Source: an optimization exercise on an open RTL-to-GDS flow (aim: small area). Production flows keep margins and buffers that such runs may drop. In this exercise RTL edits were held to simulation tests only and were not proved equivalent to the original. The clock port is modelled as an ideal driver, which makes a skipped or thinned clock tree look cheaper than it is; a real chip needs a root buffer or a tree. Power and IR drop assume default switching activity.

## job 7476
// top
module top(
	input wire clk,
	input wire rst,
	input wire btn_up,
	input wire btn_down,
	output h_sync,
	output v_sync,
	output [2:0] red,
	output [2:0] green,
	output [2:0] blue
    );
wire tick, hfirst, hlast;
wire [9:0] h;
wire [4:0] q, r;
clock_divider clock_gen(clk, rst, tick);
horizontal_counter horizontal(clk, rst, tick, h, hfirst, hlast);
vertical_counter vertical(clk, rst, tick & hfirst, q, r);
reg [4:0] p;
wire plo = (~p[0] & ~p[2] & ~p[3] & ~p[4]);
wire phi = (p[0] & p[2] & p[4]);
always @(posedge clk)
	if (rst) p <= 5'd14;
	else if (btn_up) begin
		if (!plo) p <= p - 5'd1;
	end
	else if (btn_down) begin
		if (!phi) p <= p + 5'd1;
	end
assign h_sync = (~h[7] & ~h[8] & ~h[9]) | (~h[6] & ~h[8] & ~h[9]) | (~h[4] & ~h[5] & ~h[8] & ~h[9]);
assign v_sync = (~r[0] & ~r[3] & ~r[4] & ~q[0] & ~q[1] & ~q[2] & ~q[3] & ~q[4]) | (~r[1] & ~r[3] & ~r[4] & ~q[0] & ~q[1] & ~q[2] & ~q[3] & ~q[4]);
wire range_h = (h[8] & ~h[9]) | (~h[8] & h[9]) | (~h[7] & h[9]);
wire range_v = (q[2]) | (~q[3] & q[4]) | (q[1] & ~q[4]) | (~q[1] & q[3]);
wire ball_h = (h[3] & ~h[4] & h[5] & h[6] & ~h[7] & ~h[9]) | (~h[3] & h[4] & h[5] & h[6] & ~h[7] & ~h[9]) | (h[0] & h[2] & ~h[4] & h[5] & h[6] & ~h[7] & ~h[9]) | (h[1] & h[2] & ~h[4] & h[5] & h[6] & ~h[7] & ~h[9]);
wire ball_v = (r[0] & q[0] & q[1] & q[2] & ~q[3] & ~q[4]) | (r[1] & q[0] & q[1] & q[2] & ~q[3] & ~q[4]) | (r[2] & q[0] & q[1] & q[2] & ~q[3] & ~q[4]) | (r[3] & q[0] & q[1] & q[2] & ~q[3] & ~q[4]) | (r[4] & q[0] & q[1] & q[2] & ~q[3] & ~q[4]);
wire pad_h = (~h[4] & ~h[5] & h[6] & ~h[7] & ~h[9]) | (h[0] & h[2] & h[3] & h[4] & h[5] & ~h[6] & ~h[7] & ~h[9]) | (h[1] & h[2] & h[3] & h[4] & h[5] & ~h[6] & ~h[7] & ~h[9]);
wire rnz = (r[0]) | (r[1]) | (r[2]) | (r[3]) | (r[4]);
wire [4:0] dq = q - p;
wire pad_v = dq < 5'd5 && (dq != 5'd0 || rnz);
wire range = range_h & range_v;
wire hit = range & ((ball_h & ball_v) | (pad_h & pad_v));
  ...
Size: roughly 180 cells after synthesis, ~27 flip-flops, about 15 I/O pins, about 0.0013 mm² of cells after synthesis.
Settings: LEC_CHECK=0, CAP_MARGIN=20, CORE_MARGIN=2, CORE_UTILIZATION=35, SLEW_MARGIN=20; clock period 10.0 ns.
standard.sh (not shown) runs the stock make flow with config.mk's settings and CLKGATE_MAP_FILE= SYNTH_SCRIPT=/design/flow/synth_recipe.tcl, a recipe that flattens the netlist after the stock synthesis.
==> flow/flow/run.sh <==
#!/bin/bash
# Own layout flow: the standard ORFS flow (standard.sh) with
#  - ABC mapping for area: flow/my_synth.tcl maps with each of flow/area*.abc and
#    keeps the smallest result; no ha/fa adder cells,
#  - the smallest buffer (buf_1) on every input and output port,
#  - a clock tree of one clkbuf_16 (flow/cts_one.tcl folds CTS's leaf buffers
#    into its root buffer).
# Each tool's full output goes to the ORFS logs and to flow_make.log here.
set -euo pipefail
W=$PWD
export FLOW_WORK=$W
export AREA_ABC_SCRIPTS="$W/flow/area1.abc $W/flow/area2.abc $W/flow/area3.abc $W/flow/area4.abc"
bash standard.sh \
  SYNTH_SCRIPT=$W/flow/my_synth.tcl \
  ADDER_MAP_FILE= \
  "BUFFER_PORTS_ARGS=-buffer_cell sky130_fd_sc_hd__buf_1" \
  "CTS_ARGS=-buf_list sky130_fd_sc_hd__clkbuf_16 -root_buf sky130_fd_sc_hd__clkbuf_16 -dont_use_dummy_load" \
  POST_CTS_TCL=$W/flow/cts_one.tcl \
  finish > $W/flow_make.log 2>&1
==> flow/flow/area1.abc <==
strash
&get -n
&deepsyn -I 1 -J 200
&put
dch -f
amap -m
topo
==> flow/flow/area2.abc <==
strash
&get -n
&deepsyn -I 1 -J 200
&put
dch -f
amap
topo
==> flow/flow/area3.abc <==
strash
&get -n
&deepsyn -I 1 -J 200
&nf -R 1000
&put
topo
==> flow/flow/area4.abc <==
strash
&get -n
&deepsyn -I 1 -J 200
&put
dch -f
amap -F 4 -A 8
topo
==> flow/flow/cts_one.tcl <==
# After CTS: the clock tree here is a root buffer and a few leaf buffers.
# Move every leaf buffer's flip-flops onto the root buffer's net and delete
# the leaf buffers, so one clkbuf_16 drives all flip-flops.
set block [ord::get_db_block]
set root [$block findInst clkbuf_0_clk]
set rootnet [[$root findITerm X] getNet]
foreach inst [$block getInsts] {
  set nm [$inst getName]
  if {![string match clkbuf_* $nm] || $nm eq "clkbuf_0_clk"} continue
  set onet [[$inst findITerm X] getNet]
  foreach it [$onet getITerms] {
    if {[$it getInst] != $inst} { $it disconnect; $it connect $rootnet }
  }
  [$inst findITerm A] disconnect
  odb::dbInst_destroy $inst
  odb::dbNet_destroy $onet
}
puts "cts_one: clock buffers left: [llength [lsearch -all -inline [lmap i [$block getInsts] {$i getName}] clkbuf_*]]"
==> flow/flow/my_synth.tcl <==
# The standard synthesis (synth_recipe.tcl), with ABC's technology mapping run
# on several area-oriented scripts (AREA_ABC_SCRIPTS); the smallest result
# is kept. Registers, their names and everything before and after ABC are
# unchanged.
proc abc {args} {
  set out {}
  set skip 0
  foreach a $args {
    if {$skip} { set skip 0; continue }
    if {$a eq "-script" || $a eq "-D"} { set skip 1; continue }
    lappend out $a
  }
  yosys design -save my_pre_abc
  set best -1
  foreach s $::env(AREA_ABC_SCRIPTS) {
    yosys design -load my_pre_abc
    yosys abc {*}$out -script $s
    set st [tee -q -s result.string stat {*}$::lib_args]
    regexp {Chip area for module[^:]*:\s*([0-9.]+)} $st -> area
    puts "area_abc: $s $area"
    if {$best < 0 || $area < $best} {
      set best $area
      yosys design -save my_best_abc
    }
  }
  yosys design -load my_best_abc
  puts "area_abc: kept $best"
}
source $::env(FLOW_WORK)/synth_recipe.tcl
## Diff of input files: job 4293 against job 7476
diff --git a/flow/flow/run.sh b/flow/flow/run.sh
--- a/flow/flow/run.sh
+++ b/flow/flow/run.sh
@@ -3,2 +3 @@
-#  - ABC mapping for area: flow/my_synth.tcl maps with each of flow/area*.abc and
-#    keeps the smallest result; no ha/fa adder cells,
+#  - ABC mapping for area (flow/my_synth.tcl, flow/area.abc), no ha/fa adder cells,
@@ -12 +11 @@
-export AREA_ABC_SCRIPTS="$W/flow/area1.abc $W/flow/area2.abc $W/flow/area3.abc $W/flow/area4.abc"
+export AREA_ABC_SCRIPT=$W/flow/area.abc
==> flow/flow/area.abc (new file) <==
strash
&get -n
&deepsyn -I 1 -J 200
&put
dch -f
amap
topo
==> flow/flow/my_synth.tcl <==
# The standard synthesis (synth_recipe.tcl), with ABC's technology mapping run
# on an area-oriented script (flow/area.abc) instead of ORFS's speed script.
# Registers, their names and everything before and after ABC are unchanged.
proc abc {args} {
  set out {}
  set skip 0
  foreach a $args {
    if {$skip} { set skip 0; continue }
    if {$a eq "-script"} { lappend out -script $::env(AREA_ABC_SCRIPT); set skip 1; continue }
    if {$a eq "-D"} { set skip 1; continue }
    lappend out $a
  }
  yosys abc {*}$out
}
source $::env(FLOW_WORK)/synth_recipe.tcl
removed: flow/flow/area1.abc
removed: flow/flow/area2.abc
removed: flow/flow/area3.abc
removed: flow/flow/area4.abc
--- outcome ---
- In job 4293 the area fraction in compound gates after synthesis turned out 0.75 points lower than in job 7476.
- Wire length (job 4293 vs. job 7476) increases by a few percent
- Relative to job 7476, global-route usage has increased by 0.77 points in job 4293.
- Job 4293: no failed stages, no open violations at the end
- Going from job 7476 to job 4293, final setup slack of the worst path went down; minimum hold slack did not really move.
What job 7395 does differently from job 4293 at the input level:
diff --git a/flow/flow/run.sh b/flow/flow/run.sh
--- a/flow/flow/run.sh
+++ b/flow/flow/run.sh
@@ -5,2 +5 @@
-#  - a clock tree of one clkbuf_16 (flow/cts_one.tcl folds CTS's leaf buffers
-#    into its root buffer).
+#  - a clock tree of clkbuf_8 only, without dummy loads.
@@ -16,2 +15 @@
-  "CTS_ARGS=-buf_list sky130_fd_sc_hd__clkbuf_16 -root_buf sky130_fd_sc_hd__clkbuf_16 -dont_use_dummy_load" \
-  POST_CTS_TCL=$W/flow/cts_one.tcl \
+  "CTS_ARGS=-buf_list sky130_fd_sc_hd__clkbuf_8 -root_buf sky130_fd_sc_hd__clkbuf_8 -dont_use_dummy_load -repair_clock_nets" \
removed: flow/flow/cts_one.tcl
Results
- Every stage of the flow completed for job 7395, and the final layout passed the timing, DRC and antenna checks.
- For job 4293, the critical path launch point was p[2], unlike job 7395, where it was vertical.q[0].
- Wire length of the first global-routing pass delta (job 4293 -> job 7395): insignificant
- Summary of job 7395 over job 4293: relative area change from synthesis to final layout increased 1.2 points; number of standard cells after synthesis essentially unchanged; final period demand of the worst path increased 0.069 ns; aggregate routed wire length decreased 2.1%; fill cell total of the finished layout decreased about 0.7%.
- Clock share of power ended up 5.4 points higher on job 7395 than on job 4293.
- Going from job 4293 to job 7395, met1 wire length shrank slightly.

==> re-timing with driven ports <==
Ports are ideal in the flow. The routed layouts listed here were re-timed in OpenROAD.
Step 1 (the two cells are an assumption about what drives the block):
set clk [get_ports {clk}]
set_driving_cell -lib_cell sky130_fd_sc_hd__clkbuf_16 $clk
set_driving_cell -lib_cell sky130_fd_sc_hd__buf_2 [delete_from_list [all_inputs] $clk]
Step 2 adds t to the input delays and takes it off the output delays; t is the mean of the earliest and latest rising clock arrival at the registers after step 1. Input paths then give back, and output paths get back, about the clock's delay inside the block.
a / b / c = ideal / step 1 / step 2; a / b = the first two.
run	shift t [ns]	setup WS [ns]	worst data-port slew with drivers (ns)
job 7476	0.195	5.690 / 5.660 / 5.855	0.03
job 4293	0.191	5.609 / 5.578 / 5.769	0.03
job 7395	0.290	5.540 / 5.514 / 5.805	0.03
After both steps every run listed still meets setup and hold.
